Source: an optimization exercise on an open RTL-to-GDS flow (aim: small area). Production flows keep margins and buffers that such runs may drop. The RTL was checked by simulation tests, not by an equivalence proof against the original design. No activity file was given, so power comes from the tool's default toggle rates.

===== flow/flow/run.sh =====
#!/bin/bash
# 1. the standard synthesis, unchanged.
# 2. Area-oriented re-mapping of its combinational gates (flow/remap.tcl);
#    registers, adder cells and tie cells are untouched.
# 3. the standard layout of that netlist, with ports buffered by the
#    smallest buffer and a clock tree with larger leaf clusters and no
#    dummy loads.
# Each tool's output goes to a log file of its own in this folder.
set -euo pipefail
W=$PWD
bash standard.sh synth > log_1_synth.log 2>&1
R=orfs/results/$FLOW_PLATFORM/cpu/base
cp $R/1_2_yosys.v standard_synth.v
mv orfs orfs_synth
YOSYS=$(command -v yosys || echo $FLOW_HOME/../tools/install/yosys/bin/yosys)
REMAP_LIB=$FLOW_HOME/platforms/$FLOW_PLATFORM/lib/sky130_fd_sc_hd__tt_025C_1v80.lib \
REMAP_IN=$W/standard_synth.v REMAP_OUT=$W/remapped.v REMAP_TOP=$FLOW_TOP \
REMAP_SCRIPT=$W/flow/remap.abc REMAP_DIR=$W \
  $YOSYS -c flow/remap.tcl > log_2_remap.log 2>&1
bash standard.sh \
  "SYNTH_NETLIST_FILES=$W/remapped.v" \
  "BUFFER_PORTS_ARGS=-buffer_cell sky130_fd_sc_hd__buf_1" \
  "CTS_ARGS=-sink_clustering_enable -repair_clock_nets -dont_use_dummy_load -buf_list sky130_fd_sc_hd__clkbuf_8 -sink_clustering_size 16 -sink_clustering_max_diameter 60" \
  finish > log_3_layout.log 2>&1

===== flow/flow/remap.abc =====
strash
dch -f
amap -F 4 -A 10 -m
topo

===== flow/flow/remap.tcl =====
# Re-map the combinational logic of the standard synthesis with an
# area-oriented ABC script.  Flip-flops, adder cells and tie cells are kept
# as they are (same instances, names and cell types); only the gates between
# them are unmapped to plain logic and mapped again.
yosys -import
set lib $::env(REMAP_LIB)
set dir $::env(REMAP_DIR)
set keep {sky130_fd_sc_hd__df* sky130_fd_sc_hd__edf* sky130_fd_sc_hd__sdf* sky130_fd_sc_hd__sedf*
          sky130_fd_sc_hd__dlx* sky130_fd_sc_hd__dlr* sky130_fd_sc_hd__dlclkp* sky130_fd_sc_hd__sdlclkp*
          sky130_fd_sc_hd__fa_* sky130_fd_sc_hd__fah* sky130_fd_sc_hd__ha_* sky130_fd_sc_hd__conb_*}
set dont_use {}
foreach p {sky130_fd_sc_hd__probe_p_8 sky130_fd_sc_hd__probec_p_8 sky130_fd_sc_hd__lpflow_*
           sky130_fd_sc_hd__clk* sky130_fd_sc_hd__dly* sky130_fd_sc_hd__buf_*} {
  lappend dont_use -dont_use $p
}

# every cell as its function; the kept ones as black boxes
read_liberty -ignore_miss_func $lib
foreach p $keep { setattr -mod -set blackbox 1 $p }
read_verilog $::env(REMAP_IN)
hierarchy -top $::env(REMAP_TOP)
tee -o $dir/remap_before.txt stat -liberty $lib
flatten
opt -purge
abc -liberty $lib {*}$dont_use -script $::env(REMAP_SCRIPT) -D 500000
opt_clean -purge
setundef -zero
hilomap -singleton -hicell sky130_fd_sc_hd__conb_1 HI -locell sky130_fd_sc_hd__conb_1 LO
insbuf -buf sky130_fd_sc_hd__buf_1 A X
splitnets
opt_clean -purge
# cell definitions for the checks below (flatten dropped the unused ones)
read_liberty -lib -overwrite $lib
tee -o $dir/remap_after.txt stat -liberty $lib
check -assert
write_verilog -noattr -nohex -nodec $::env(REMAP_OUT)

===== flow/standard.sh =====
#!/bin/bash
# synth_recipe.tcl (not shown) runs the flow's synth.tcl, then flattens the netlist and writes it again
# the make line also repeats each setting of config.mk as NAME=value (left out here)
make -C /OpenROAD-flow-scripts/flow DESIGN_CONFIG=/design/flow/config.mk WORK_HOME=/design/flow/orfs CLKGATE_MAP_FILE= SYNTH_SCRIPT=/design/flow/synth_recipe.tcl "${@:-finish}"

===== flow/config.mk =====
export PLATFORM = sky130hd
export DESIGN_NAME = cpu
export DESIGN_NICKNAME = cpu
export VERILOG_FILES = /design/flow/design.v
export SDC_FILE = /design/flow/constraint.sdc
export NUM_CORES = 8
export LEC_CHECK = 0
export ABC_AREA = 1
export CAP_MARGIN = 15
export CORE_MARGIN = 2
export CORE_UTILIZATION = 65
export PLACE_DENSITY = 0.75
export SLEW_MARGIN = 15

===== flow/constraint.sdc =====
create_clock -name core_clock -period 500.0 [get_ports {clk}]
set_input_delay 100.0000 -clock core_clock [delete_from_list [all_inputs] [get_ports {clk}]]
set_output_delay 100.0000 -clock core_clock [all_outputs]
set_load 0.01 [all_outputs]

===== flow/design.v =====
`timescale 1ns / 1ps
module muldiv(
    input           clk,
    input           rst,
    input           ph1,       
    input           mul,       
    input           sga,       
    input           sgb,       
    input  [31:0]   a,
    input  [31:0]   b,
    output [31:0]   ow,        
    output [31:0]   oh         
    );
    wire na = sga & a[31];
    wire nb = sgb & b[31];
    wire [31:0] ua, ub;
    cneg32 neg_a(.x(a), .n(na), .ci(1'b0), .y(ua), .any());
    cneg32 neg_b(.x(b), .n(nb), .ci(1'b0), .y(ub), .any());
    wire [31:0] k = ub ^ {32{~mul}};
    wire [31:0] zb;
    assign zb[31] = 1'b1;
    genvar zi;
    generate
        for (zi = 30; zi >= 0; zi = zi - 1) begin : g_zb
            assign zb[zi] = zb[zi+1] & ~ub[zi+1];
        end
    endgenerate
    reg  [31:0] st_w;
    reg  [15:0] st_u0, st_u1;
    wire [31:0] row_in  [0:16];
    wire [15:0] u0, u1;
    assign row_in[0] = ph1 ? 32'b0 : st_w;
    genvar p, j;
    generate
        for (p = 0; p < 16; p = p + 1) begin : g_row
            localparam POL = p % 2;
            wire abit = ph1 ? ua[31 - p] : ua[15 - p];
            wire [31:0] y = { row_in[p][30:0], (~mul & abit) ^ POL[0] };
            wire [32:0] c;
            wire [31:0] s;
            assign c[0] = ~mul ^ POL[0];
            for (j = 0; j < 32; j = j + 1) begin : g_cell
                wire x = k[j] ^ POL[0];
                assign s[j]   = y[j] ^ x ^ c[j];
                assign c[j+1] = (y[j] & x) | (c[j] & (y[j] ^ x));
            end
            wire co   = c[32] ^ POL[0];
            wire top  = row_in[p][31] ^ POL[0];
            wire q    = ph1 ? (zb[p] & (c[p+1] ^ POL[0])) : (zb[p+16] & (c[p+17] ^ POL[0]));
            wire sel  = mul ? abit : q;
            assign row_in[p+1] = ~(sel ? s : y);
            assign u0[p] = mul ? (top ^ (abit & co)) : q;
            assign u1[p] = mul & abit & top & co;
        end
    endgenerate
    always @(negedge clk or posedge rst)
        if (rst) begin
            st_w  <= 32'b0;
            st_u0 <= 16'b0;
            st_u1 <= 16'b0;
        end else begin
            st_w  <= row_in[16];
            st_u0 <= u0;
            st_u1 <= u1;
        end
    wire [31:0] U0 = { st_u0[0],  st_u0[1],  st_u0[2],  st_u0[3],  st_u0[4],  st_u0[5],
                       st_u0[6],  st_u0[7],  st_u0[8],  st_u0[9],  st_u0[10], st_u0[11],
                       st_u0[12], st_u0[13], st_u0[14], st_u0[15],
                       u0[0],  u0[1],  u0[2],  u0[3],  u0[4],  u0[5],  u0[6],  u0[7],
                       u0[8],  u0[9],  u0[10], u0[11], u0[12], u0[13], u0[14], u0[15] };
    wire [31:0] U1 = { st_u1[0],  st_u1[1],  st_u1[2],  st_u1[3],  st_u1[4],  st_u1[5],
                       st_u1[6],  st_u1[7],  st_u1[8],  st_u1[9],  st_u1[10], st_u1[11],
                       st_u1[12], st_u1[13], st_u1[14], st_u1[15],
                       u1[0],  u1[1],  u1[2],  u1[3],  u1[4],  u1[5],  u1[6],  u1[7],
                       u1[8],  u1[9],  u1[10], u1[11], u1[12], u1[13], u1[14], u1[15] };
    wire [31:0] w = row_in[16];
    wire [31:0] mh;
    wire [32:0] hc;
    assign hc[0] = 1'b0;
    generate
        for (j = 0; j < 32; j = j + 1) begin : g_hadd
            wire u1s = (j == 0) ? 1'b0 : U1[j-1];
            assign mh[j]   = U0[j] ^ u1s ^ hc[j];
            assign hc[j+1] = (U0[j] & u1s) | (hc[j] & (U0[j] ^ u1s));
        end
    endgenerate
    wire n_h = na ^ nb;
    wire n_w = mul ? n_h : na;
    wire w_any;
    cneg32 neg_w(.x(w),  .n(n_w), .ci(1'b0),        .y(ow), .any(w_any));
    cneg32 neg_h(.x(mh), .n(n_h), .ci(mul & w_any), .y(oh), .any());
endmodule
module cneg32(
    input  [31:0] x,
    input         n,
    input         ci,
    output [31:0] y,
    output        any
    );
    wire [32:0] o;
    assign o[0] = ci;
    genvar j;
    generate
        for (j = 0; j < 32; j = j + 1) begin : g
            assign y[j]   = x[j] ^ (n & o[j]);
            assign o[j+1] = o[j] | x[j];
        end
    endgenerate
    assign any = o[32];
endmodule
`timescale 1ns / 1ps
module cpu(
    input           clk,
    input           rst,
    output [31:0]   pc,
    input  [31:0]   imem_data,
    output          dmem_en,
    output          dmem_we,
    output [3:0]    dmem_be,
    output [9:0]    dmem_addr,
    output [31:0]   dmem_wdata,
    input  [31:0]   dmem_rdata,
    output [31:0]   out_reg6,
    output [31:0]   out_reg7,
    output [31:0]   out_reg15,
    output [31:0]   out_reg16
);
    localparam F_ADD = 5'd0, F_SUB = 5'd1, F_AND = 5'd2, F_OR = 5'd3, F_XOR = 5'd4,
               F_NOR = 5'd5, F_LUI = 5'd6, F_SLT = 5'd7, F_SLTU = 5'd8, F_MDHI = 5'd9,
               F_A = 5'd12, F_HI = 5'd13, F_LO = 5'd14, F_CLZ = 5'd15, F_MUL = 5'd16;
    localparam H_MUL = 2'd0, H_DIV = 2'd1, H_RS = 2'd2;
    localparam S_W = 2'd0, S_H = 2'd1, S_B = 2'd2;
    reg  [31:0] pc_r;
    reg  [31:0] id_instr;
    reg  [31:0] id_pc4;
    reg         f_stall, f_is_rs, f_is_rt;
    reg  [31:0] f_rs, f_rt;
    wire        n_stall, n_is_rs, n_is_rt;
    wire [31:0] n_rs, n_rt;
    reg  [31:0] e_a, e_b;
    reg  [4:0]  e_fn;
    reg         e_hw, e_lw, e_sga, e_sgb;
    reg  [1:0]  e_hsrc;
    reg         e_men, e_mwe, e_msg;
    reg  [1:0]  e_msz;
    reg         e_wena, e_mfc0;
    reg  [4:0]  e_rdc;
    reg  [31:0] m_val;
    reg  [11:0] m_addr;
    reg         m_en, m_we, m_sg;
    reg  [1:0]  m_sz;
    reg         m_wena, m_mfc0;
    reg  [4:0]  m_rdc;
    reg  [31:0] w_val;
    reg         w_wena;
    reg  [4:0]  w_rdc;
    reg  [31:0] hl_a, hl_b;    
    wire        stall = n_stall;
    reg ph_p, ph_n;
    always @(posedge clk or posedge rst)
        if (rst) ph_p <= 1'b0;
        else     ph_p <= ~ph_p;
    always @(negedge clk or posedge rst)
        if (rst) ph_n <= 1'b0;
        else     ph_n <= ph_p;
    wire ph1 = ph_p ^ ph_n;
    wire [31:0] ins = id_instr;
    wire [5:0]  op  = ins[31:26];
    wire [5:0]  fn  = ins[5:0];
    wire [4:0]  rsc = ins[25:21];
    wire [4:0]  rtc = ins[20:16];
    wire [4:0]  rdf = ins[15:11];
    wire        opR = (op == 6'b000000);
    wire d_addi    = (op == 6'b001000);
    wire d_addiu   = (op == 6'b001001);
    wire d_andi    = (op == 6'b001100);
    wire d_ori     = (op == 6'b001101);
    wire d_sltiu   = (op == 6'b001011);
    wire d_lui     = (op == 6'b001111);
    wire d_xori    = (op == 6'b001110);
    wire d_slti    = (op == 6'b001010);
    wire d_beq     = (op == 6'b000100);
    wire d_bne     = (op == 6'b000101);
    wire d_j       = (op == 6'b000010);
    wire d_jal     = (op == 6'b000011);
    wire d_bgez    = (op == 6'b000001);
    wire d_lw      = (op == 6'b100011);
    wire d_lh      = (op == 6'b100001);
    wire d_lhu     = (op == 6'b100101);
    wire d_lb      = (op == 6'b100000);
    wire d_lbu     = (op == 6'b100100);
    wire d_sw      = (op == 6'b101011);
    wire d_sh      = (op == 6'b101001);
    wire d_sb      = (op == 6'b101000);
    wire d_addu    = opR & (fn == 6'b100001);
    wire d_and     = opR & (fn == 6'b100100);
    wire d_jr      = opR & (fn == 6'b001000);
    wire d_xor     = opR & (fn == 6'b100110);
    wire d_nor     = opR & (fn == 6'b100111);
    wire d_or      = opR & (fn == 6'b100101);
    wire d_sll     = opR & (fn == 6'b000000);
    wire d_sllv    = opR & (fn == 6'b000100);
    wire d_sltu    = opR & (fn == 6'b101011);
    wire d_sra     = opR & (fn == 6'b000011);
    wire d_srl     = opR & (fn == 6'b000010);
    wire d_subu    = opR & (fn == 6'b100011);
    wire d_add     = opR & (fn == 6'b100000);
    wire d_sub     = opR & (fn == 6'b100010);
    wire d_slt     = opR & (fn == 6'b101010);
    wire d_srlv    = opR & (fn == 6'b000110);
    wire d_srav    = opR & (fn == 6'b000111);
    wire d_divu    = opR & (fn == 6'b011011);
    wire d_jalr    = opR & (fn == 6'b001001);
    wire d_mfhi    = opR & (fn == 6'b010000);
    wire d_mflo    = opR & (fn == 6'b010010);
    wire d_mthi    = opR & (fn == 6'b010001);
    wire d_mtlo    = opR & (fn == 6'b010011);
    wire d_multu   = opR & (fn == 6'b011001);
    wire d_syscall = opR & (fn == 6'b001100);
    wire d_div     = opR & (fn == 6'b011010);
    wire d_teq     = opR & (fn == 6'b110100);
    wire d_break   = opR & (fn == 6'b001101);
    wire d_clz     = (op == 6'b011100) & (fn == 6'b100000);
    wire d_mul     = (op == 6'b011100) & (fn == 6'b000010);
    wire d_eret    = (op == 6'b010000) & (fn == 6'b011000);
    wire d_mfc0    = (ins[31:21] == 11'b01000000000) & (ins[10:3] == 8'b0);
    wire d_mtc0    = (ins[31:21] == 11'b01000000100) & (ins[10:3] == 8'b0);
    wire d_load  = d_lw | d_lh | d_lhu | d_lb | d_lbu;
    wire d_store = d_sw | d_sh | d_sb;
    wire rs_rena = d_addi | d_addiu | d_andi | d_ori | d_sltiu | d_xori | d_slti | d_addu |
                   d_and | d_beq | d_bne | d_jr | d_xor | d_nor | d_or | d_sllv | d_sltu |
                   d_subu | d_add | d_sub | d_slt | d_srlv | d_srav | d_clz | d_divu |
                   d_jalr | d_load | d_store | d_mul | d_multu | d_teq | d_div;
    wire rt_rena = d_addu | d_and | d_beq | d_bne | d_xor | d_nor | d_or | d_sll | d_sllv |
                   d_sltu | d_sra | d_srl | d_subu | d_add | d_sub | d_slt | d_srlv |
                   d_srav | d_divu | d_store | d_mtc0 | d_mul | d_multu | d_teq | d_div;
    wire grp_r   = d_add | d_addu | d_sub | d_subu | d_and | d_or | d_xor | d_nor | d_slt |
                   d_sltu | d_sll | d_srl | d_sra | d_sllv | d_srlv | d_srav | d_clz |
                   d_jalr | d_mfhi | d_mflo | d_mul;
    wire grp_i   = d_addi | d_addiu | d_andi | d_ori | d_xori | d_load | d_slti | d_sltiu |
                   d_lui | d_mfc0;
    wire rd_wena = grp_r | grp_i | d_jal;
    wire [4:0] rd_addr = grp_i ? rtc : (d_jal ? 5'd31 : rdf);
    wire b_imm    = d_addi | d_addiu | d_andi | d_ori | d_xori | d_slti | d_sltiu | d_load |
                    d_store | d_lui;
    wire imm_sign = d_addi | d_addiu | d_sltiu | d_slti;
    wire [31:0] imm = { {16{imm_sign & ins[15]}}, ins[15:0] };
    wire d_sh_l   = d_sll | d_sllv;
    wire d_sh_ra  = d_sra | d_srav;
    wire d_sh_any = d_sll | d_srl | d_sra | d_sllv | d_srlv | d_srav;
    wire d_sh_var = d_sllv | d_srlv | d_srav;
    wire [4:0] sh_k   = d_sh_var ? rs_v[4:0] : ins[10:6];
    wire       sh_big = d_sh_var & (|rs_v[31:5]);
    wire [31:0] sh_oh = 32'b1 << sh_k;
    wire [31:0] sh_ohr;
    assign sh_ohr[0] = sh_oh[0];
    genvar si;
    generate
        for (si = 1; si < 32; si = si + 1) begin : g_ohr
            assign sh_ohr[si] = sh_oh[32 - si];
        end
    endgenerate
    wire [31:0] sh_pow = d_sh_l  ? (sh_big ? 32'b0 : sh_oh) :
                         d_sh_ra ? (sh_big ? 32'b1 : sh_ohr) :
                                   (sh_big ? 32'b0 : sh_ohr);
    wire sh_hi = d_sh_any & ~d_sh_l & ((sh_k != 5'd0) | sh_big);
    reg [4:0] d_fn;
    always @(*) begin
        if (d_sub | d_subu)              d_fn = F_SUB;
        else if (d_and | d_andi)         d_fn = F_AND;
        else if (d_or | d_ori)           d_fn = F_OR;
        else if (d_xor | d_xori)         d_fn = F_XOR;
        else if (d_nor)                  d_fn = F_NOR;
        else if (d_lui)                  d_fn = F_LUI;
        else if (d_slt | d_slti)         d_fn = F_SLT;
        else if (d_sltu | d_sltiu)       d_fn = F_SLTU;
        else if (sh_hi)                  d_fn = F_MDHI;
        else if (d_sh_any)               d_fn = F_MUL;
        else if (d_jal | d_jalr | d_mfc0 | d_store) d_fn = F_A;
        else if (d_mfhi)                 d_fn = F_HI;
        else if (d_mflo)                 d_fn = F_LO;
        else if (d_clz)                  d_fn = F_CLZ;
        else if (d_mul)                  d_fn = F_MUL;
        else                             d_fn = F_ADD;
    end
    wire [1023:0] gflat;
    wire [31:0]   gvalid;
    assign gflat[31:0] = 32'b0;
    assign gvalid[0]   = 1'b0;
    wire wb_we = w_wena & (w_rdc != 5'd0);
    genvar gi;
    generate
        for (gi = 1; gi < 32; gi = gi + 1) begin : g_gpr
            reg [31:0] q;
            wire we = wb_we & (w_rdc == gi);
            if (gi == 6 || gi == 7 || gi == 15 || gi == 16) begin : g_rst
                always @(posedge clk or posedge rst)
                    if (rst)     q <= 32'b0;
                    else if (we) q <= w_val;
                assign gvalid[gi] = 1'b1;
            end else begin : g_val
                reg v;
                always @(posedge clk)
                    if (we) q <= w_val;
                always @(posedge clk or posedge rst)
                    if (rst)     v <= 1'b0;
                    else if (we) v <= 1'b1;
                assign gvalid[gi] = v;
            end
            assign gflat[gi*32 +: 32] = q;
        end
    endgenerate
    assign out_reg6  = g_gpr[6].q;
    assign out_reg7  = g_gpr[7].q;
    assign out_reg15 = g_gpr[15].q;
    assign out_reg16 = g_gpr[16].q;
    wire [4:0]  rf_ra = ph1 ? rsc : rtc;
    wire [31:0] rf_q  = gflat[rf_ra*32 +: 32] & {32{gvalid[rf_ra]}};
    reg  [31:0] rf_rs_q;
    always @(negedge clk or posedge rst)
        if (rst) rf_rs_q <= 32'b0;
        else     rf_rs_q <= rf_q;
    wire [31:0] rf_rt_q = rf_q;
    wire        byp_rs  = w_wena & (w_rdc == rsc) & (rsc != 5'd0);
    wire        byp_rt  = w_wena & (w_rdc == rtc);
    wire [31:0] rf_rs = byp_rs ? w_val : rf_rs_q;
    wire [31:0] rf_rt = (rt_rena & (rtc != 5'd0)) ? (byp_rt ? w_val : rf_rt_q) : 32'b0;
    wire rt_rd = rt_rena & (rtc != 5'd0);
    wire [31:0] rs_v = (n_rs & {32{n_is_rs}}) | (w_val & {32{~n_is_rs & byp_rs}}) |
                       (rf_rs_q & {32{~n_is_rs & ~byp_rs}});
    wire [31:0] rt_v = (n_rt & {32{n_is_rt}}) | (w_val & {32{~n_is_rt & rt_rd & byp_rt}}) |
                       (rf_rt_q & {32{~n_is_rt & rt_rd & ~byp_rt}});
    wire [1023:0] cflat;
    wire [31:0]   cvalid;
    wire [31:0]   status;
    wire [31:0]   epc;
    wire exc = status[0] & ((d_syscall & status[1]) | (d_break & status[2]) | (d_teq & status[3]));
    wire [4:0] cause = d_break ? 5'b01001 : (d_syscall ? 5'b01000 : (d_teq ? 5'b01101 : 5'b0));
    wire [31:0] epc_in;
    dec30 epc_dec(.x(id_pc4[31:2]), .y(epc_in[31:2]));
    assign epc_in[1:0] = id_pc4[1:0];
    generate
        for (gi = 0; gi < 32; gi = gi + 1) begin : g_c0
            reg [31:0] q;
            wire wsel = d_mtc0 & (rdf == gi);
            if (gi == 12) begin : g_st
                always @(posedge clk or posedge rst)
                    if (rst)         q <= 32'b0;
                    else if (wsel)   q <= rt_v;
                    else if (d_mtc0) q <= q;
                    else if (exc)    q <= { q[26:0], 5'b0 };
                    else if (d_eret) q <= { 5'b0, q[31:5] };
                assign cvalid[gi] = 1'b1;
            end else if (gi == 13) begin : g_ca
                always @(posedge clk or posedge rst)
                    if (rst)                  q <= 32'b0;
                    else if (wsel)            q <= rt_v;
                    else if (~d_mtc0 & exc)   q <= { 25'd0, cause, 2'd0 };
                assign cvalid[gi] = 1'b1;
            end else if (gi == 14) begin : g_epc
                always @(posedge clk or posedge rst)
                    if (rst)                  q <= 32'b0;
                    else if (wsel)            q <= rt_v;
                    else if (~d_mtc0 & exc)   q <= epc_in;
                assign cvalid[gi] = 1'b1;
            end else begin : g_val
                reg v;
                always @(posedge clk)
                    if (wsel) q <= rt_v;
                always @(posedge clk or posedge rst)
                    if (rst)       v <= 1'b0;
                    else if (wsel) v <= 1'b1;
                assign cvalid[gi] = v;
            end
            assign cflat[gi*32 +: 32] = q;
        end
    endgenerate
    assign status = g_c0[12].q;
    assign epc    = g_c0[14].q;
    wire [31:0] c0_rd = cflat[rdf*32 +: 32] & {32{cvalid[rdf] & d_mfc0}};
    wire eq = (rs_v == rt_v);
    wire branch = (d_beq & eq) | (d_bne & ~eq) | d_bgez | d_j | d_jr | d_jal |
                  d_jalr | (d_teq & eq) | (~d_teq & exc);
    wire btaken = (d_beq | d_bne | d_bgez) & branch;
    wire [31:0] pc4_if, baddr;
    inc30 pc_inc(.x(pc_r[31:2]), .y(pc4_if[31:2]));
    assign pc4_if[1:0] = pc_r[1:0];
    wire [1:0] baddr_hi_unused;
    add32 br_add(.a({ 2'b0, id_pc4[31:2] }), .b({ {16{ins[15]}}, ins[15:0] }), .ci(1'b0),
                 .s({ baddr_hi_unused, baddr[31:2] }), .co());
    assign baddr[1:0] = id_pc4[1:0];
    wire [31:0] jaddr  = { id_pc4[31:28], ins[25:0], 2'b00 };
    wire n_eret = d_eret;
    wire n_br   = btaken;
    wire n_j    = d_j | d_jal;
    wire n_jr   = d_jr | d_jalr;
    wire n_exc  = exc;
    wire n_seq  = ~(n_eret | n_br | n_j | n_jr | n_exc);
    wire [31:0] npc = (epc & {32{n_eret}}) | (baddr & {32{n_br}}) | (jaddr & {32{n_j}}) |
                      (rs_v & {32{n_jr}}) | ({32{n_exc}} & 32'h00400004) |
                      (pc4_if & {32{n_seq}});
    assign pc = pc_r;
    always @(posedge clk or posedge rst)
        if (rst)         pc_r <= 32'h00400000;
        else if (~stall) pc_r <= npc;
    always @(posedge clk or posedge rst)
        if (rst)         id_instr <= 32'b0;
        else if (branch) id_instr <= 32'b0;
        else if (~stall) id_instr <= imem_data;
    always @(posedge clk)
        if (~stall) id_pc4 <= pc4_if;
    wire d_mem    = d_load | d_store;
    wire e_sel_rt = d_sh_any | d_store;
    wire e_sel_rs = ~(e_sel_rt | d_jal | d_jalr | d_mfc0);
    wire [11:0] maddr;
    add12 ma_add(.a(rs_v[11:0]), .b(ins[11:0]), .s(maddr));
    wire e_load = e_men & ~e_mwe;
    always @(posedge clk or posedge rst)
        if (rst) begin
            e_wena <= 1'b0; e_men <= 1'b0; e_hw <= 1'b0; e_lw <= 1'b0;
        end else if (stall) begin
            e_wena <= 1'b0; e_men <= 1'b0; e_hw <= 1'b0; e_lw <= 1'b0;
        end else begin
            e_wena <= rd_wena;
            e_men  <= d_load | d_store;
            e_hw   <= d_mul | d_multu | d_div | d_divu | d_mthi;
            e_lw   <= d_mul | d_multu | d_div | d_divu | d_mtlo;
        end
    always @(posedge clk) begin
        e_a    <= (rt_v & {32{e_sel_rt}}) | (rs_v & {32{e_sel_rs}}) |
                  (id_pc4 & {32{d_jal | d_jalr}}) | c0_rd;
        e_b    <= (sh_pow & {32{d_sh_any}}) | (imm & {32{b_imm & ~d_mem}}) |
                  ({ 20'b0, maddr } & {32{d_mem}}) | (rt_v & {32{~d_sh_any & ~b_imm}});
        e_fn   <= d_fn;
        e_sga  <= d_mul | d_div | d_sh_ra;
        e_sgb  <= d_mul | d_div;
        e_hsrc <= (d_div | d_divu) ? H_DIV : H_MUL;
        e_mwe  <= d_store;
        e_msz  <= (d_lh | d_lhu | d_sh) ? S_H : ((d_lb | d_lbu | d_sb) ? S_B : S_W);
        e_msg  <= d_lh | d_lb;
        e_rdc  <= rd_addr;
        e_mfc0 <= d_mfc0;
    end
    wire [31:0] A = e_a;
    wire [31:0] B = e_b;
    wire        sub = (e_fn == F_SUB) | (e_fn == F_SLT) | (e_fn == F_SLTU);
    wire [32:0] sum;
    add32 alu_add(.a(A), .b(B ^ {32{sub}}), .ci(sub), .s(sum[31:0]), .co(sum[32]));
    wire        lt_u = ~sum[32];
    wire        lt_s = (A[31] ^ B[31]) ? A[31] : sum[31];
    reg [5:0] clz;
    integer ci;
    always @(*) begin
        clz = 6'd32;
        for (ci = 0; ci < 32; ci = ci + 1)
            if (A[ci]) clz = 6'd31 - ci[5:0];
    end
    wire [31:0] md_hi, md_lo;    
    muldiv muldiv_inst(
        .clk(clk), .rst(rst), .ph1(ph1), .mul(e_hsrc == H_MUL), .sga(e_sga), .sgb(e_sgb),
        .a(A), .b(B), .oh(md_hi), .ow(md_lo));
    wire [3:0] lg_tt = (e_fn == F_AND) ? 4'b1000 :
                       (e_fn == F_OR)  ? 4'b1110 :
                       (e_fn == F_XOR) ? 4'b0110 : 4'b0001;
    wire [31:0] lg;
    generate
        for (si = 0; si < 32; si = si + 1) begin : g_lg
            assign lg[si] = lg_tt[{ A[si], B[si] }];
        end
    endgenerate
    wire f_arith = (e_fn == F_ADD) | (e_fn == F_SUB);
    wire f_logic = (e_fn == F_AND) | (e_fn == F_OR) | (e_fn == F_XOR) | (e_fn == F_NOR);
    wire [31:0] ex_val = (sum[31:0] & {32{f_arith}}) | (lg & {32{f_logic}}) |
                         ({ B[15:0], 16'b0 } & {32{e_fn == F_LUI}}) |
                         { 31'b0, (lt_s & (e_fn == F_SLT)) | (lt_u & (e_fn == F_SLTU)) } |
                         (md_hi & {32{e_fn == F_MDHI}}) | (md_lo & {32{e_fn == F_MUL}}) |
                         (A & {32{e_fn == F_A}}) |
                         (hl_a & {32{((e_fn == F_HI) & hi_v & ~hl_s) | ((e_fn == F_LO) & lo_v & hl_s)}}) |
                         (hl_b & {32{((e_fn == F_HI) & hi_v & hl_s) | ((e_fn == F_LO) & lo_v & ~hl_s)}}) |
                         ({ 26'b0, clz } & {32{e_fn == F_CLZ}});
    wire [31:0] ex_fwd = e_mfc0 ? 32'b0 : ex_val;
    reg hi_v, lo_v;
    reg hl_s;
    wire hl_we_a = (e_hw & ~hl_s) | (e_lw & hl_s);
    wire hl_we_b = (e_hw & hl_s) | (e_lw & ~hl_s);
    always @(posedge clk) begin
        if (hl_we_a) hl_a <= md_lo;
        if (hl_we_b) hl_b <= md_hi;
        if (e_hw & e_lw) hl_s <= (e_hsrc == H_MUL);
    end
    always @(posedge clk or posedge rst)
        if (rst) begin
            hi_v <= 1'b0;
            lo_v <= 1'b0;
        end else begin
            if (e_hw) hi_v <= 1'b1;
            if (e_lw) lo_v <= 1'b1;
        end
    always @(posedge clk or posedge rst)
        if (rst) begin
            m_en   <= 1'b0;
            m_wena <= 1'b0;
        end else begin
            m_en   <= e_men;
            m_wena <= e_wena;
        end
    always @(posedge clk) begin
        m_val  <= ex_val;
        m_addr <= B[11:0];
        m_we   <= e_mwe;
        m_sz   <= e_msz;
        m_sg   <= e_msg;
        m_rdc  <= e_rdc;
        m_mfc0 <= e_mfc0;
    end
    wire [1:0] alo = m_addr[1:0];
    assign dmem_en   = m_en;
    assign dmem_we   = m_we;
    assign dmem_addr = m_addr[11:2];
    assign dmem_be   = (m_sz == S_W) ? 4'b1111 :
                       (m_sz == S_H) ? ((alo == 2'b00) ? 4'b0011 : ((alo == 2'b10) ? 4'b1100 : 4'b0000)) :
                       (4'b0001 << alo);
    assign dmem_wdata = (m_sz == S_W) ? m_val :
                        (m_sz == S_H) ? { m_val[15:0], m_val[15:0] } : {4{m_val[7:0]}};
    reg [31:0] ld;
    always @(*) begin
        case (m_sz)
            S_H: begin
                case (alo)
                    2'b00:   ld = { {16{m_sg & dmem_rdata[15]}}, dmem_rdata[15:0] };
                    2'b10:   ld = { {16{m_sg & dmem_rdata[31]}}, dmem_rdata[31:16] };
                    default: ld = 32'b0;
                endcase
            end
            S_B: begin
                case (alo)
                    2'b00:   ld = { {24{m_sg & dmem_rdata[7]}},  dmem_rdata[7:0] };
                    2'b01:   ld = { {24{m_sg & dmem_rdata[15]}}, dmem_rdata[15:8] };
                    2'b10:   ld = { {24{m_sg & dmem_rdata[23]}}, dmem_rdata[23:16] };
                    default: ld = { {24{m_sg & dmem_rdata[31]}}, dmem_rdata[31:24] };
                endcase
            end
            default: ld = dmem_rdata;
        endcase
    end
    wire        m_load  = m_en & ~m_we;
    wire [31:0] wb_in   = m_load ? ld : m_val;
    wire [31:0] mem_fwd = m_mfc0 ? 32'b0 : wb_in;
    always @(posedge clk or posedge rst)
        if (rst) w_wena <= 1'b0;
        else     w_wena <= m_wena;
    always @(posedge clk) begin
        w_val <= wb_in;
        w_rdc <= m_rdc;
    end
    wire ex_hit_rs  = e_wena & rs_rena & (e_rdc == rsc);
    wire ex_hit_rt  = e_wena & rt_rena & (e_rdc == rtc);
    wire mem_hit_rs = m_wena & rs_rena & (m_rdc == rsc);
    wire mem_hit_rt = m_wena & rt_rena & (m_rdc == rtc);
    assign n_stall = ~f_stall & (ex_hit_rs | ex_hit_rt) & e_load;
    assign n_is_rs = f_stall ? f_is_rs : (ex_hit_rs | mem_hit_rs);
    assign n_is_rt = f_stall ? f_is_rt : (ex_hit_rt | mem_hit_rt);
    wire rs_mem = f_stall ? f_is_rs : (~ex_hit_rs & mem_hit_rs);
    wire rs_ex  = ~f_stall & ex_hit_rs & ~e_load;
    wire rs_old = ~rs_mem & ~rs_ex;
    wire rt_mem = f_stall ? (~f_is_rs & f_is_rt) : (~ex_hit_rt & mem_hit_rt);
    wire rt_ex  = ~f_stall & ex_hit_rt & ~e_load;
    wire rt_old = ~rt_mem & ~rt_ex;
    assign n_rs = (wb_in  & {32{rs_mem & ~m_mfc0}}) | (ex_val & {32{rs_ex & ~e_mfc0}}) |
                  (f_rs   & {32{rs_old}});
    assign n_rt = (wb_in  & {32{rt_mem & ~m_mfc0}}) | (ex_val & {32{rt_ex & ~e_mfc0}}) |
                  (f_rt   & {32{rt_old}});
    always @(posedge clk or posedge rst)
        if (rst) begin
            f_stall <= 1'b0;
            f_is_rs <= 1'b0;
            f_is_rt <= 1'b0;
            f_rs    <= 32'b0;
            f_rt    <= 32'b0;
        end else begin
            f_stall <= n_stall;
            f_is_rs <= n_is_rs;
            f_is_rt <= n_is_rt;
            f_rs    <= n_rs;
            f_rt    <= n_rt;
        end
endmodule
module add32(
    input  [31:0] a,
    input  [31:0] b,
    input         ci,
    output [31:0] s,
    output        co
    );
    wire [32:0] c;
    assign c[0] = ci;
    genvar j;
    generate
        for (j = 0; j < 32; j = j + 1) begin : g
            assign s[j]   = a[j] ^ b[j] ^ c[j];
            assign c[j+1] = (a[j] & b[j]) | (c[j] & (a[j] ^ b[j]));
        end
    endgenerate
    assign co = c[32];
endmodule
module inc30(
    input  [29:0] x,
    output [29:0] y
    );
    wire [30:0] c;
    assign c[0] = 1'b1;
    genvar j;
    generate
        for (j = 0; j < 30; j = j + 1) begin : g
            assign y[j]   = x[j] ^ c[j];
            assign c[j+1] = x[j] & c[j];
        end
    endgenerate
endmodule
module dec30(
    input  [29:0] x,
    output [29:0] y
    );
    wire [30:0] bw;
    assign bw[0] = 1'b1;
    genvar j;
    generate
        for (j = 0; j < 30; j = j + 1) begin : g
            assign y[j]    = x[j] ^ bw[j];
            assign bw[j+1] = ~x[j] & bw[j];
        end
    endgenerate
endmodule
module add12(
    input  [11:0] a,
    input  [11:0] b,
    output [11:0] s
    );
    wire [12:0] c;
    assign c[0] = 1'b0;
    genvar j;
    generate
        for (j = 0; j < 12; j = j + 1) begin : g
            assign s[j]   = a[j] ^ b[j] ^ c[j];
            assign c[j+1] = (a[j] & b[j]) | (c[j] & (a[j] ^ b[j]));
        end
    endgenerate
endmodule

==> results.py, run 1 <==
metrics = {
    "detailed_routing": {
        "wl_um": 470000,
        "dr.first_iter.drc_count": 19070,
        "ant_nets": 0,
        "dr.pass1.iters": 15,
        "route.detailed.wl_per_inst_um": 36.86,
        "drc_errors": 0,
        "vias_per_cell": 7.716,
        "vias": 98390,
    },
    "finish": {
        "largest_reg_flops": 1024,
        "final_util": 0.7108,
        "nets": 10970,
        "final_area_mm2": 0.1321,
        "largest_registers": "g_c0.q x1024, g_gpr.q x992",
        "mostFrequentLayoutCell": "edfxtp_1",
        "top_register": "g_c0.q",
        "syn2layout_area_growth_pct": 8.494,
        "nFillCells": 12350,
        "layout_common_cells": "edfxtp_1 (1889), o22ai_1 (1122), inv_1 (807), nor2_1 (699), fa_1 (581)",
        "drive_gt1_frac": 0.07439,
    },
    "worst_setup_path": {
        "critical-path-slowest-cell": "inv_1",
        "cp.depth": 608,
        "path_buf_inv": 72,
        "crit_fanout": 44,
        "worstReg2RegEnd": "pc_r[4]$_DFFE_PP0N_",
        "path_delay_family": "adder cells",
        "reg2reg_slack_ps": 52980,
        "critPathLaunch": "ph_n$_DFF_NP0_",
        "cp_common_cell": "fa_1",
        "cp.required_ps": 500860,
        "arrival_ps": 447880,
        "endpoint": "pc_r[4]$_DFFE_PP0N_",
        "cp-start-kind": "flip-flop",
        "reg2reg_depth": 608,
        "max_stage_delay_ps": 900,
        "r2r_start": "ph_n$_DFF_NP0_",
        "crit_type": "flip-flop to flip-flop",
        "worstSetupEndpointType": "flip-flop",
    },
    "floorplan": {
        "core_mm2": 0.1858,
        "start_util": 0.6551,
        "die_y_um": 436.8,
        "row_count": 158,
        "dieArea_mm2": 0.1908,
        "die_w_um": 436.8,
        "io_pins": 274,
    },
    "logic_synthesis": {
        "syn_nets": 10260,
        "netlist_instances": 9538,
        "syn_area_per_cell_um2": 12.76,
        "netlist_area_mm2": 0.1217,
        "yosys_warnings": 0,
    },
    "pwr": {
        "maxPowerGroup": "sequential cells",
        "pwr-share-seq": 0.430,
        "switching_share": 0.4192,
        "p_clk_frac": 0.153,
        "share_comb_of_total_power": 0.417,
        "p_switching_uw": 272.7,
        "cellLeakagePower_nw": 48.08,
        "p_comb_uw": 271,
        "ir_drop_mv": 0.003974,
        "power.internal_uw": 377.7,
        "powerClk_uw": 99.5,
        "seq_power_uw": 280,
        "pwr_density_cell_mw_per_mm2": 4.924,
    },
    "clocking": {
        "ctsLongestPathBuffers": 3,
        "cts_tree": "yes",
        "cts_sinks": 2579,
        "cts_resized": 0,
        "cts_buffers": 193,
        "hold_buffers": 0,
        "post_cts_buffers": 0,
        "htreeDepth": 4,
        "cts_root_buf": "clkbuf_8",
        "path_clk_slew_ps": 110,
        "clk_latency_ps": 1110,
    },
    "run_status": {
        "status": "complete, no violations",
    },
    "global_routing": {
        "grt_pass1_wl_um": 668000,
        "antenna_found_initial": 31,
        "grt_pass1_vias": 94590,
        "grtUsageTotal": 0.4878,
        "grt_overflow": 0,
        "grt_max_degree": 153,
    },
    "place": {
        "dpl.hpwl_um": 318100,
        "place_congestion": 1.050,
        "io_buffers": 273,
        "placed_cell_area_mm2": 0.1292,
    },
    "min_path": {
        "hold_path_depth": 0,
        "hold_path_end": "m_sz[0]$_DFF_P_",
        "hp-start": "e_msz[0]$_SDFF_PP1_",
        "min_path_type": "flip-flop to flip-flop",
    },
    "timing": {
        "clock-skew-final_ps": 244.9,
        "grt_setup_unrepaired": "false",
        "slew_viol_final": 0,
        "setup_viol_count_final": 0,
        "setup-tns-final_ps": 0,
        "slew_headroom": 0.06688,
        "hold_viol_final": 0,
        "tightest_slew_ps": 1397,
    },
    "flow_run": {
        "cap_violations": 0,
    },
}
through the flow:
stage / total power [mW] / std cells / hold WS [ps] / setup slack (ps)
final: 0.6504 / 12750 / 308.2 / 52980
after global routing: 0.6755 / 12740 / 331.6 / 43530
after CTS: 0.6376 / 12720 / 325.4 / 53390
after detailed placement: 0.5431 / 12530 / 313.6 / 53530
after global placement: 0.5351 / 12520 / 316.9 / 57270
after floorplan: 0.4381 / 9538 / 309.6 / 54980
routing by layer:
layer	GRT usage	share of wire	vias to the layer above
li1	-	-	38810
met1	0.6068	0.31	47460
met2	0.7242	0.44	9818
met3	0.1544	0.15	2288
met4	0.3552	0.093	6
met5	0.003780	0.00031	-
final cells by class:
cell class	count	area, um^2	share of cell area
diodes	29	72.57	0.0005494
clock buffers	193	2656	0.02011
inverters	825	3159	0.02392
multi-input cells	5966	45740	0.3463
flip-flops and latches	2579	73140	0.5537
well taps	2480	3103	0.02349
repair buffers	680	4208	0.03186
==> inputs of run 2 (changes only) <==
--- a/flow/flow/run.sh
+++ b/flow/flow/run.sh
@@ -20,5 +20,5 @@
 bash standard.sh \
   "SYNTH_NETLIST_FILES=$W/remapped.v" \
   "BUFFER_PORTS_ARGS=-buffer_cell sky130_fd_sc_hd__buf_1" \
-  "CTS_ARGS=-sink_clustering_enable -repair_clock_nets -dont_use_dummy_load -buf_list sky130_fd_sc_hd__clkbuf_8 -sink_clustering_size 16 -sink_clustering_max_diameter 60" \
+  "CTS_ARGS=-sink_clustering_enable -repair_clock_nets -dont_use_dummy_load -buf_list sky130_fd_sc_hd__clkbuf_8 -sink_clustering_size 18 -sink_clustering_max_diameter 60" \
   finish > log_3_layout.log 2>&1
==> results.py, run 2 <==
metrics = {
    "run_status": {
        "status": "complete, no violations",
    },
    "logic_synthesis": {
        "syn_area_per_cell_um2": 12.76,
        "yosys_warnings": 0,
        "netlist_area_mm2": 0.1217,
        "syn_nets": 10260,
        "netlist_instances": 9538,
    },
    "floorplan": {
        "die_y_um": 436.8,
        "io_pins": 274,
        "core_mm2": 0.1858,
        "dieArea_mm2": 0.1908,
        "row_count": 158,
        "start_util": 0.6551,
        "die_w_um": 436.8,
    },
    "worst_setup_path": {
        "crit_fanout": 44,
        "cp_common_cell": "fa_1",
        "path_delay_family": "adder cells",
        "path_buf_inv": 71,
        "max_stage_delay_ps": 880,
        "arrival_ps": 447750,
        "cp.depth": 610,
        "r2r_start": "ph_n$_DFF_NP0_",
        "crit_type": "flip-flop to flip-flop",
        "cp-start-kind": "flip-flop",
        "reg2reg_slack_ps": 53120,
        "worstReg2RegEnd": "pc_r[20]$_DFFE_PP0N_",
        "critical-path-slowest-cell": "inv_1",
        "reg2reg_depth": 610,
        "cp.required_ps": 500870,
        "endpoint": "pc_r[20]$_DFFE_PP0N_",
        "critPathLaunch": "ph_n$_DFF_NP0_",
        "worstSetupEndpointType": "flip-flop",
    },
    "timing": {
        "slew_headroom": 0.07573,
        "setup-tns-final_ps": 0,
        "tightest_slew_ps": 1376,
        "postLayoutSetupSlackWorst_ps": 53120,
        "setup_viol_count_final": 0,
        "clock-skew-final_ps": 286.7,
        "hold_viol_final": 0,
        "grt_setup_unrepaired": "false",
        "slew_viol_final": 0,
    },
    "pwr": {
        "p_comb_uw": 271,
        "switching_share": 0.4196,
        "cellLeakagePower_nw": 47.97,
        "p_switching_uw": 271.0,
        "p_clk_frac": 0.148,
        "pwr_density_cell_mw_per_mm2": 4.898,
        "maxPowerGroup": "sequential cells",
        "pwr-share-seq": 0.433,
        "ir_drop_mv": 0.004571,
        "share_comb_of_total_power": 0.419,
        "seq_power_uw": 280,
        "powerClk_uw": 95.4,
        "power.internal_uw": 374.8,
    },
    "finish": {
        "mostFrequentLayoutCell": "edfxtp_1",
        "largest_reg_flops": 1024,
        "multiInputGateArea_mm2": 0.04576,
        "nFillCells": 12410,
        "nets": 10950,
        "layout.area.seq_mm2": 0.07314,
        "top_register": "g_c0.q",
        "largest_registers": "g_c0.q x1024, g_gpr.q x992",
        "final_area_mm2": 0.1319,
        "layout_common_cells": "edfxtp_1 (1889), o22ai_1 (1122), inv_1 (807), nor2_1 (699), fa_1 (581)",
        "syn2layout_area_growth_pct": 8.323,
        "drive_gt1_frac": 0.07276,
    },
    "global_routing": {
        "grt_overflow": 0,
        "antenna_found_initial": 36,
        "grtUsageTotal": 0.4868,
        "grt_pass1_wl_um": 666600,
        "grt_max_degree": 153,
        "grt_pass1_vias": 94370,
    },
    "flow_run": {
        "cap_violations": 0,
    },
    "detailed_routing": {
        "vias_per_cell": 7.714,
        "dr.pass1.iters": 23,
        "drc_errors": 0,
        "dr.first_iter.drc_count": 18690,
        "ant_nets": 0,
        "route.detailed.wl_per_inst_um": 36.84,
        "wl_um": 469200,
        "vias": 98260,
    },
    "clocking": {
        "clk_latency_ps": 1060,
        "hold_buffers": 0,
        "cts_resized": 0,
        "ctsLongestPathBuffers": 3,
        "post_cts_buffers": 0,
        "cts_tree": "yes",
        "cts_root_buf": "clkbuf_8",
        "htreeDepth": 4,
        "cts_sinks": 2579,
        "cts_buffers": 176,
        "path_clk_slew_ps": 110,
    },
    "min_path": {
        "min_path_type": "flip-flop to flip-flop",
        "hold_path_end": "m_rdc[4]$_DFF_P_",
        "hold_path_depth": 0,
        "hp-start": "e_rdc[4]$_DFF_P_",
    },
    "place": {
        "dpl.hpwl_um": 318100,
        "placed_cell_area_mm2": 0.1292,
        "place_ws_ps": 53530,
        "io_buffers": 273,
        "place_congestion": 1.050,
    },
}
run 2: layer usage:
layer,global-route usage,routed length [um],vias to the layer above
met1,0.6080,145900,47530
met4,0.3554,43700,14
met5,0,103,-
met2,0.7209,206400,9774
li1,-,-,38780
met3,0.1532,73160,2164
run 2: through the flow:
stage	instances	hold WS, ps	util	total power, mW
after CTS	12700	333.3	0.7084	0.6335
after global placement	12520	316.9	0.6954	0.5351
after global routing	12730	345.6	0.7095	0.6714
after floorplan	9538	309.6	-	0.4381
after detailed placement	12530	313.6	0.6954	0.5431
final	12740	327.5	0.7096	0.6459
run 2: cell type report:
class	count	area share
Sequential cell	2579	0.5546
Multi-Input combinational cell	5966	0.3470
Timing Repair Buffer	679	0.03189
Inverter	825	0.02396
Tap cell	2480	0.02353
Clock buffer	176	0.01837
Antenna cell	33	0.0006262
==> inputs of run 3 (changes only) <==
--- a/flow/design.v
+++ b/flow/design.v
@@ -251,18 +251,10 @@
     wire d_sh_var = d_sllv | d_srlv | d_srav;
     wire [4:0] sh_k   = d_sh_var ? rs_v[4:0] : ins[10:6];
     wire       sh_big = d_sh_var & (|rs_v[31:5]);
-    wire [31:0] sh_oh = 32'b1 << sh_k;
-    wire [31:0] sh_ohr;
-    assign sh_ohr[0] = sh_oh[0];
+    wire [4:0]  sh_e  = d_sh_l ? sh_k : (5'd0 - sh_k);
+    wire [31:0] sh_oh = 32'b1 << sh_e;
+    wire [31:0] sh_pow = sh_big ? { 31'b0, d_sh_ra } : sh_oh;
     genvar si;
-    generate
-        for (si = 1; si < 32; si = si + 1) begin : g_ohr
-            assign sh_ohr[si] = sh_oh[32 - si];
-        end
-    endgenerate
-    wire [31:0] sh_pow = d_sh_l  ? (sh_big ? 32'b0 : sh_oh) :
-                         d_sh_ra ? (sh_big ? 32'b1 : sh_ohr) :
-                                   (sh_big ? 32'b0 : sh_ohr);
     wire sh_hi = d_sh_any & ~d_sh_l & ((sh_k != 5'd0) | sh_big);
     reg [4:0] d_fn;
     always @(*) begin
--- a/flow/flow/run.sh
+++ b/flow/flow/run.sh
@@ -20,5 +20,5 @@
 bash standard.sh \
   "SYNTH_NETLIST_FILES=$W/remapped.v" \
   "BUFFER_PORTS_ARGS=-buffer_cell sky130_fd_sc_hd__buf_1" \
-  "CTS_ARGS=-sink_clustering_enable -repair_clock_nets -dont_use_dummy_load -buf_list sky130_fd_sc_hd__clkbuf_8 -sink_clustering_size 18 -sink_clustering_max_diameter 60" \
+  "CTS_ARGS=-sink_clustering_enable -repair_clock_nets -dont_use_dummy_load -buf_list sky130_fd_sc_hd__clkbuf_8 -sink_clustering_size 16 -sink_clustering_max_diameter 60" \
   finish > log_3_layout.log 2>&1
==> results.py, run 3 <==
metrics = {
    "worst_setup_path": {
        "reg2reg_slack_ps": 50510,
        "worstReg2RegEnd": "pc_r[1]$_DFFE_PP0N_",
        "critical-path-slowest-cell": "inv_1",
        "reg2reg_depth": 619,
        "worstSetupEndpointType": "flip-flop",
        "cp_common_cell": "fa_1",
        "r2r_start": "ph_n$_DFF_NP0_",
        "cp.depth": 619,
        "max_stage_delay_ps": 1160,
        "crit_fanout": 46,
        "path_buf_inv": 65,
        "cp-start-kind": "flip-flop",
        "crit_type": "flip-flop to flip-flop",
        "endpoint": "pc_r[1]$_DFFE_PP0N_",
        "arrival_ps": 450420,
        "critPathLaunch": "ph_n$_DFF_NP0_",
        "cp.required_ps": 500930,
        "path_delay_family": "adder cells",
    },
    "global_routing": {
        "grt_overflow": 0,
        "grt_max_degree": 140,
        "grtUsageTotal": 0.4877,
        "met2_usage": 0.7042,
        "grt_pass1_wl_um": 664300,
        "antenna_found_initial": 26,
        "grt.busiest_layer": "met2",
        "met3_usage": 0.1542,
        "grt_pass1_vias": 93880,
        "grt_util_met1": 0.6209,
    },
    "pwr": {
        "maxPowerGroup": "sequential cells",
        "p_total_uw": 609.7,
        "seq_power_uw": 278,
        "powerClk_uw": 99.3,
        "share_comb_of_total_power": 0.382,
        "power.internal_uw": 364.6,
        "p_switching_uw": 245.0,
        "pwr_density_cell_mw_per_mm2": 4.641,
        "ir_drop_mv": 0.004343,
        "switching_share": 0.4018,
        "pwr-share-seq": 0.455,
        "cellLeakagePower_nw": 47.73,
        "p_comb_uw": 233,
        "p_clk_frac": 0.163,
    },
    "place": {
        "dpl.hpwl_um": 310400,
        "io_buffers": 273,
        "placed_cell_area_mm2": 0.1286,
        "place_congestion": 1.059,
        "place_ws_ps": 51330,
    },
    "run_status": {
        "status": "complete, no violations",
    },
    "detailed_routing": {
        "drc_errors": 0,
        "route.detailed.wl_per_inst_um": 37.12,
        "dr.pass1.iters": 14,
        "vias": 96970,
        "vias_per_cell": 7.707,
        "dr.first_iter.drc_count": 17840,
        "ant_nets": 0,
        "wl_um": 467100,
    },
    "clocking": {
        "cts_resized": 0,
        "htreeDepth": 4,
        "cts_root_buf": "clkbuf_8",
        "path_clk_slew_ps": 100,
        "post_cts_buffers": 0,
        "ctsLongestPathBuffers": 3,
        "cts_sinks": 2579,
        "hold_buffers": 0,
        "clk_latency_ps": 1070,
        "cts_tree": "yes",
        "cts_buffers": 193,
    },
    "floorplan": {
        "die_y_um": 436.0,
        "start_util": 0.6540,
        "dieArea_mm2": 0.1901,
        "die_w_um": 436.0,
        "row_count": 158,
        "io_pins": 274,
        "core_mm2": 0.1854,
    },
    "finish": {
        "nFillCells": 12740,
        "multiInputGateArea_mm2": 0.04532,
        "top_register": "g_c0.q",
        "layout.area.seq_mm2": 0.07314,
        "largest_registers": "g_c0.q x1024, g_gpr.q x992",
        "nets": 10810,
        "drive_gt1_frac": 0.07398,
        "largest_reg_flops": 1024,
        "mostFrequentLayoutCell": "edfxtp_1",
        "final_area_mm2": 0.1314,
        "syn2layout_area_growth_pct": 8.311,
        "layout_common_cells": "edfxtp_1 (1889), o22ai_1 (1119), inv_1 (807), nor2_1 (723), fa_1 (581)",
    },
    "timing": {
        "slew_headroom": 0.07960,
        "tightest_slew_ps": 1366,
        "setup-tns-final_ps": 0,
        "slew_viol_final": 0,
        "setup_viol_count_final": 0,
        "hold_viol_final": 0,
        "hold_ws_ps": 294.7,
        "grt_setup_unrepaired": "false",
        "postLayoutSetupSlackWorst_ps": 50510,
        "clock-skew-final_ps": 289.5,
    },
    "min_path": {
        "min_path_type": "flip-flop to flip-flop",
        "hold_path_depth": 0,
        "hold_path_end": "m_sz[1]$_DFF_P_",
        "hp-start": "e_msz[1]$_SDFF_PP0_",
    },
    "flow_run": {
        "cap_violations": 0,
    },
    "logic_synthesis": {
        "syn_area_per_cell_um2": 12.90,
        "yosys_warnings": 0,
        "netlist_instances": 9401,
        "syn_nets": 10130,
        "netlist_area_mm2": 0.1213,
    },
}
## run 3: cell type report
cell class,count,area share
sequential,2579,0.5568
multi-input combinational,5827,0.3450
timing repair buffer,658,0.02996
inverter,827,0.02410
tap,2480,0.02362
clock buffer,193,0.02022
antenna,18,0.0003429
## run 3: metal layers
layer | routed length, um | vias up
met3 | 70590 | 2196
li1 | - | 38380
met1 | 150300 | 47280
met5 | 141 | -
met2 | 201100 | 9096
met4 | 44970 | 20
## run 3: through the flow
stage	utilization	instances
final	0.7084	12580
after global routing	0.7082	12570
after CTS	0.7077	12560
after detailed placement	0.6934	12370
after global placement	0.6933	12370
after floorplan	-	9401
==> inputs of run 4 (changes only) <==
--- a/flow/design.v
+++ b/flow/design.v
@@ -13,16 +13,16 @@
     );
     wire na = sga & a[31];
     wire nb = sgb & b[31];
-    wire [31:0] ua, ub;
+    wire [31:0] ua;
     cneg32 neg_a(.x(a), .n(na), .ci(1'b0), .y(ua), .any());
-    cneg32 neg_b(.x(b), .n(nb), .ci(1'b0), .y(ub), .any());
-    wire [31:0] k = ub ^ {32{~mul}};
+    wire inv = mul ? nb : ~nb;
+    wire [31:0] k = b ^ {32{inv}};
     wire [31:0] zb;
     assign zb[31] = 1'b1;
     genvar zi;
     generate
         for (zi = 30; zi >= 0; zi = zi - 1) begin : g_zb
-            assign zb[zi] = zb[zi+1] & ~ub[zi+1];
+            assign zb[zi] = zb[zi+1] & k[zi+1];
         end
     endgenerate
     reg  [31:0] st_w;
@@ -38,7 +38,7 @@
             wire [31:0] y = { row_in[p][30:0], (~mul & abit) ^ POL[0] };
             wire [32:0] c;
             wire [31:0] s;
-            assign c[0] = ~mul ^ POL[0];
+            assign c[0] = inv ^ POL[0];
             for (j = 0; j < 32; j = j + 1) begin : g_cell
                 wire x = k[j] ^ POL[0];
                 assign s[j]   = y[j] ^ x ^ c[j];
--- a/flow/flow/remap.tcl
+++ b/flow/flow/remap.tcl
@@ -9,7 +9,7 @@
           sky130_fd_sc_hd__dlx* sky130_fd_sc_hd__dlr* sky130_fd_sc_hd__dlclkp* sky130_fd_sc_hd__sdlclkp*
           sky130_fd_sc_hd__fa_* sky130_fd_sc_hd__fah* sky130_fd_sc_hd__ha_* sky130_fd_sc_hd__conb_*}
 set dont_use {}
-foreach p {sky130_fd_sc_hd__probe_p_8 sky130_fd_sc_hd__probec_p_8 sky130_fd_sc_hd__lpflow_*
+foreach p {sky130_fd_sc_hd__probe_p_8 sky130_fd_sc_hd__probec_p_8 sky130_fd_sc_hd__lpflow_* sky130_fd_sc_hd__*_0
            sky130_fd_sc_hd__clk* sky130_fd_sc_hd__dly* sky130_fd_sc_hd__buf_*} {
   lappend dont_use -dont_use $p
 }
==> results.py, run 4 <==
metrics = {
    "logic_synthesis": {
        "netlist_area_mm2": 0.1208,
        "syn_nets": 10010,
        "syn_area_per_cell_um2": 13.01,
        "yosys_warnings": 0,
        "netlist_instances": 9284,
    },
    "pwr": {
        "p_comb_uw": 259,
        "p_total_uw": 640.7,
        "p_switching_uw": 263.7,
        "share_comb_of_total_power": 0.404,
        "cellLeakagePower_nw": 47.05,
        "pwr_density_cell_mw_per_mm2": 4.891,
        "maxPowerGroup": "sequential cells",
        "seq_power_uw": 281,
        "ir_drop_mv": 0.003696,
        "power.internal_uw": 376.9,
        "powerClk_uw": 100,
        "switching_share": 0.4116,
        "p_clk_frac": 0.157,
        "pwr-share-seq": 0.439,
    },
    "detailed_routing": {
        "vias_per_cell": 7.665,
        "dr.first_iter.drc_count": 17640,
        "route.detailed.wl_per_inst_um": 36.71,
        "wl_um": 457400,
        "drc_errors": 0,
        "vias": 95500,
        "ant_nets": 0,
        "dr.pass1.iters": 17,
    },
    "min_path": {
        "hold_path_depth": 0,
        "hold_path_end": "m_sz[0]$_DFF_P_",
        "min_path_type": "flip-flop to flip-flop",
        "hp-start": "e_msz[0]$_SDFF_PP1_",
    },
    "place": {
        "io_buffers": 273,
        "place_ws_ps": 50590,
        "place_congestion": 1.037,
        "dpl.hpwl_um": 301900,
    },
    "global_routing": {
        "grt_overflow": 0,
        "grt_pass1_vias": 91500,
        "grt_max_degree": 173,
        "grt_pass1_wl_um": 653400,
        "grt.busiest_layer": "met2",
        "antenna_found_initial": 25,
        "grtUsageTotal": 0.4800,
        "met3_usage": 0.1565,
        "grt_util_met1": 0.6164,
        "met2_usage": 0.7046,
    },
    "clocking": {
        "clk_latency_ps": 1080,
        "cts_resized": 0,
        "path_clk_slew_ps": 100,
        "hold_buffers": 0,
        "cts_buffers": 196,
        "post_cts_buffers": 0,
        "cts_root_buf": "clkbuf_8",
        "cts_tree": "yes",
        "ctsLongestPathBuffers": 3,
        "cts_sinks": 2579,
        "htreeDepth": 4,
    },
    "worst_setup_path": {
        "arrival_ps": 451440,
        "crit_fanout": 43,
        "r2r_start": "ph_n$_DFF_NP0_",
        "crit_type": "flip-flop to flip-flop",
        "endpoint": "pc_r[28]$_DFFE_PP0N_",
        "max_stage_delay_ps": 1000,
        "reg2reg_depth": 617,
        "cp_common_cell": "fa_1",
        "critPathLaunch": "ph_n$_DFF_NP0_",
        "reg2reg_slack_ps": 49450,
        "worstReg2RegEnd": "pc_r[28]$_DFFE_PP0N_",
        "cp.required_ps": 500890,
        "worstSetupEndpointType": "flip-flop",
        "cp-start-kind": "flip-flop",
        "path_delay_family": "adder cells",
        "critical-path-slowest-cell": "clkinv_1",
        "path_buf_inv": 81,
        "cp.depth": 617,
    },
    "flow_run": {
        "cap_violations": 0,
    },
    "timing": {
        "slew_viol_final": 0,
        "clock-skew-final_ps": 299.1,
        "postLayoutSetupSlackWorst_ps": 49450,
        "grt_setup_unrepaired": "false",
        "hold_ws_ps": 354.1,
        "setup_viol_count_final": 0,
        "hold_viol_final": 0,
        "slew_headroom": 0.07324,
        "tightest_slew_ps": 1390,
        "setup-tns-final_ps": 0,
    },
    "run_status": {
        "status": "complete, no violations",
    },
    "floorplan": {
        "dieArea_mm2": 0.1893,
        "start_util": 0.6526,
        "io_pins": 274,
        "die_w_um": 435.0,
        "core_mm2": 0.1850,
        "die_y_um": 435.0,
        "row_count": 158,
    },
    "finish": {
        "largest_reg_flops": 1024,
        "nFillCells": 12780,
        "syn2layout_area_growth_pct": 8.471,
        "top_register": "g_c0.q",
        "drive_gt1_frac": 0.07445,
        "mostFrequentLayoutCell": "edfxtp_1",
        "nets": 10690,
        "layout_common_cells": "edfxtp_1 (1889), o22ai_1 (1070), inv_1 (826), nor2_1 (646), fa_1 (581)",
        "largest_registers": "g_c0.q x1024, g_gpr.q x992",
    },
}
==> run 4: changes by cell type in the layout (fill, tap and decap cells not counted), moves of 71 or more <==
cell	delta
or2_0	-72
o21ai_0	-506
nor2_1	-77
o21ai_1	+558
a21oi_1	-72
or2_1	+71
==> run 4: through the flow <==
stage | utilization | cells | cell area (um^2)
CTS | 0.7069 | 12440 | 130800
floorplan | - | 9284 | 120800
global placement | 0.6923 | 12240 | 128100
global route | 0.7079 | 12450 | 131000
detailed placement | 0.6923 | 12240 | 128100
finish | 0.7079 | 12460 | 131000
==> run 4: metal layers <==
layer	vias to the layer above	wire length [um]
met5	-	130
met4	22	39220
met3	1952	70590
met2	8589	198800
met1	46990	148600
li1	37940	-
==> run 4: final cells by class <==
| type | instances | area [um^2] | area share |
|---|---|---|---|
| Antenna cell | 12 | 30.03 | 0.0002292 |
| Multi-Input combinational cell | 5689 | 44730 | 0.3415 |
| Timing Repair Buffer | 654 | 4051 | 0.03093 |
| Sequential cell | 2579 | 73140 | 0.5583 |
| Inverter | 848 | 3239 | 0.02473 |
| Clock buffer | 196 | 2698 | 0.02059 |
| Tap cell | 2480 | 3103 | 0.02369 |
==> inputs of run 5 (changes only) <==
--- a/flow/config.mk
+++ b/flow/config.mk
@@ -6,8 +6,8 @@
 export NUM_CORES = 8
 export LEC_CHECK = 0
 export ABC_AREA = 1
-export CAP_MARGIN = 15
+export CAP_MARGIN = 20
 export CORE_MARGIN = 2
 export CORE_UTILIZATION = 65
 export PLACE_DENSITY = 0.75
-export SLEW_MARGIN = 15
+export SLEW_MARGIN = 20
==> results.py, run 5 <==
metrics = {
    "global_routing": {
        "grt_pass1_wl_um": 650900,
        "grt_max_degree": 173,
        "grt_overflow": 0,
        "grt_pass1_vias": 91300,
        "grtUsageTotal": 0.4780,
        "antenna_found_initial": 29,
    },
    "pwr": {
        "switching_share": 0.4106,
        "pwr_density_cell_mw_per_mm2": 4.877,
        "power.internal_uw": 376.6,
        "powerClk_uw": 99.7,
        "p_total_uw": 639.0,
        "pwr-share-seq": 0.440,
        "seq_power_uw": 281,
        "share_comb_of_total_power": 0.403,
        "p_clk_frac": 0.156,
        "cellLeakagePower_nw": 47.04,
        "p_comb_uw": 258,
        "p_switching_uw": 262.4,
        "maxPowerGroup": "sequential cells",
        "ir_drop_mv": 0.004135,
    },
    "clocking": {
        "cts_buffers": 195,
        "path_clk_slew_ps": 100,
        "cts_root_buf": "clkbuf_8",
        "cts_resized": 0,
        "htreeDepth": 4,
        "ctsLongestPathBuffers": 3,
        "cts_tree": "yes",
        "hold_buffers": 0,
        "cts_sinks": 2579,
        "clk_latency_ps": 1070,
        "post_cts_buffers": 0,
    },
    "place": {
        "dpl.hpwl_um": 301800,
        "io_buffers": 273,
        "place_ws_ps": 50930,
        "place_congestion": 1.037,
        "dp.cells": 12240,
    },
    "flow_run": {
        "cap_violations": 0,
    },
    "floorplan": {
        "io_pins": 274,
        "core_mm2": 0.1850,
        "die_w_um": 435.0,
        "dieArea_mm2": 0.1893,
        "row_count": 158,
        "die_y_um": 435.0,
        "start_util": 0.6526,
    },
    "timing": {
        "tightest_slew_ps": 1266,
        "slew_headroom": 0.1560,
        "clock-skew-final_ps": 268.7,
        "hold_viol_final": 0,
        "setup_viol_count_final": 0,
        "grt_setup_unrepaired": "false",
        "postLayoutSetupSlackWorst_ps": 50270,
        "hold_ws_ps": 348.0,
        "setup-tns-final_ps": 0,
        "slew_viol_final": 0,
    },
    "detailed_routing": {
        "wl_met2_um": 198100,
        "dr.first_iter.drc_count": 17700,
        "route.detailed.wl_per_inst_um": 36.54,
        "dr.pass1.iters": 14,
        "wl_um": 455400,
        "drc_errors": 0,
        "ant_nets": 0,
        "vias_per_cell": 7.625,
        "vias": 95030,
        "maxUsedRoutingLayer": "met5",
        "drt-met1-wl_um": 146700,
        "dr_wl_met3_um": 70370,
    },
    "finish": {
        "stdcell_count": 12460,
        "syn2layout_area_growth_pct": 8.492,
        "mostFrequentLayoutCell": "edfxtp_1",
        "top_register": "g_c0.q",
        "largest_reg_flops": 1024,
        "layout_common_cells": "edfxtp_1 (1889), o22ai_1 (1070), inv_1 (823), nor2_1 (646), fa_1 (581)",
        "nFillCells": 12790,
        "drive_gt1_frac": 0.07534,
        "nets": 10690,
        "largest_registers": "g_c0.q x1024, g_gpr.q x992",
    },
    "min_path": {
        "hold_path_depth": 0,
        "min_path_type": "flip-flop to flip-flop",
        "hold_path_end": "m_sz[0]$_DFF_P_",
        "hp-start": "e_msz[0]$_SDFF_PP1_",
    },
    "worst_setup_path": {
        "critPathLaunch": "ph_n$_DFF_NP0_",
        "cp_common_cell": "fa_1",
        "path_buf_inv": 81,
        "worstSetupEndpointType": "flip-flop",
        "worstReg2RegEnd": "pc_r[6]$_DFFE_PP0N_",
        "endpoint": "pc_r[6]$_DFFE_PP0N_",
        "crit_type": "flip-flop to flip-flop",
        "cp-start-kind": "flip-flop",
        "path_delay_family": "adder cells",
        "max_stage_delay_ps": 1140,
        "reg2reg_slack_ps": 50270,
        "critical-path-slowest-cell": "clkinv_1",
        "arrival_ps": 450640,
        "cp.depth": 618,
        "crit_fanout": 43,
        "r2r_start": "ph_n$_DFF_NP0_",
        "cp.required_ps": 500910,
        "reg2reg_depth": 618,
    },
    "logic_synthesis": {
        "netlist_area_mm2": 0.1208,
        "syn_nets": 10010,
        "syn_area_per_cell_um2": 13.01,
        "yosys_warnings": 0,
        "netlist_instances": 9284,
    },
    "run_status": {
        "status": "complete, no violations",
    },
}
-- run 5: area by class of cell --
| class | instances | area (um^2) | share of cell area |
|---|---|---|---|
| well taps | 2480 | 3103 | 0.02368 |
| repair buffers | 657 | 4080 | 0.03114 |
| clock buffers | 195 | 2684 | 0.02048 |
| diodes | 15 | 37.54 | 0.0002865 |
| multi-input cells | 5689 | 44730 | 0.3414 |
| flip-flops and latches | 2579 | 73140 | 0.5583 |
| inverters | 848 | 3239 | 0.02472 |
-- run 5: routing by layer --
metal  vias up  GRT usage
li1      37960          -
met1     46510     0.6112
met2      8556     0.6997
met3      1975     0.1560
met4        26     0.3266
met5         -          0
-- run 5: stage by stage --
step	area, um^2	util
6_report	131000	0.7080
3_3_place_gp	128100	0.6923
2_1_floorplan	120800	-
3_5_place_dp	128100	0.6924
5_1_grt	131000	0.7080
4_1_cts	130800	0.7069
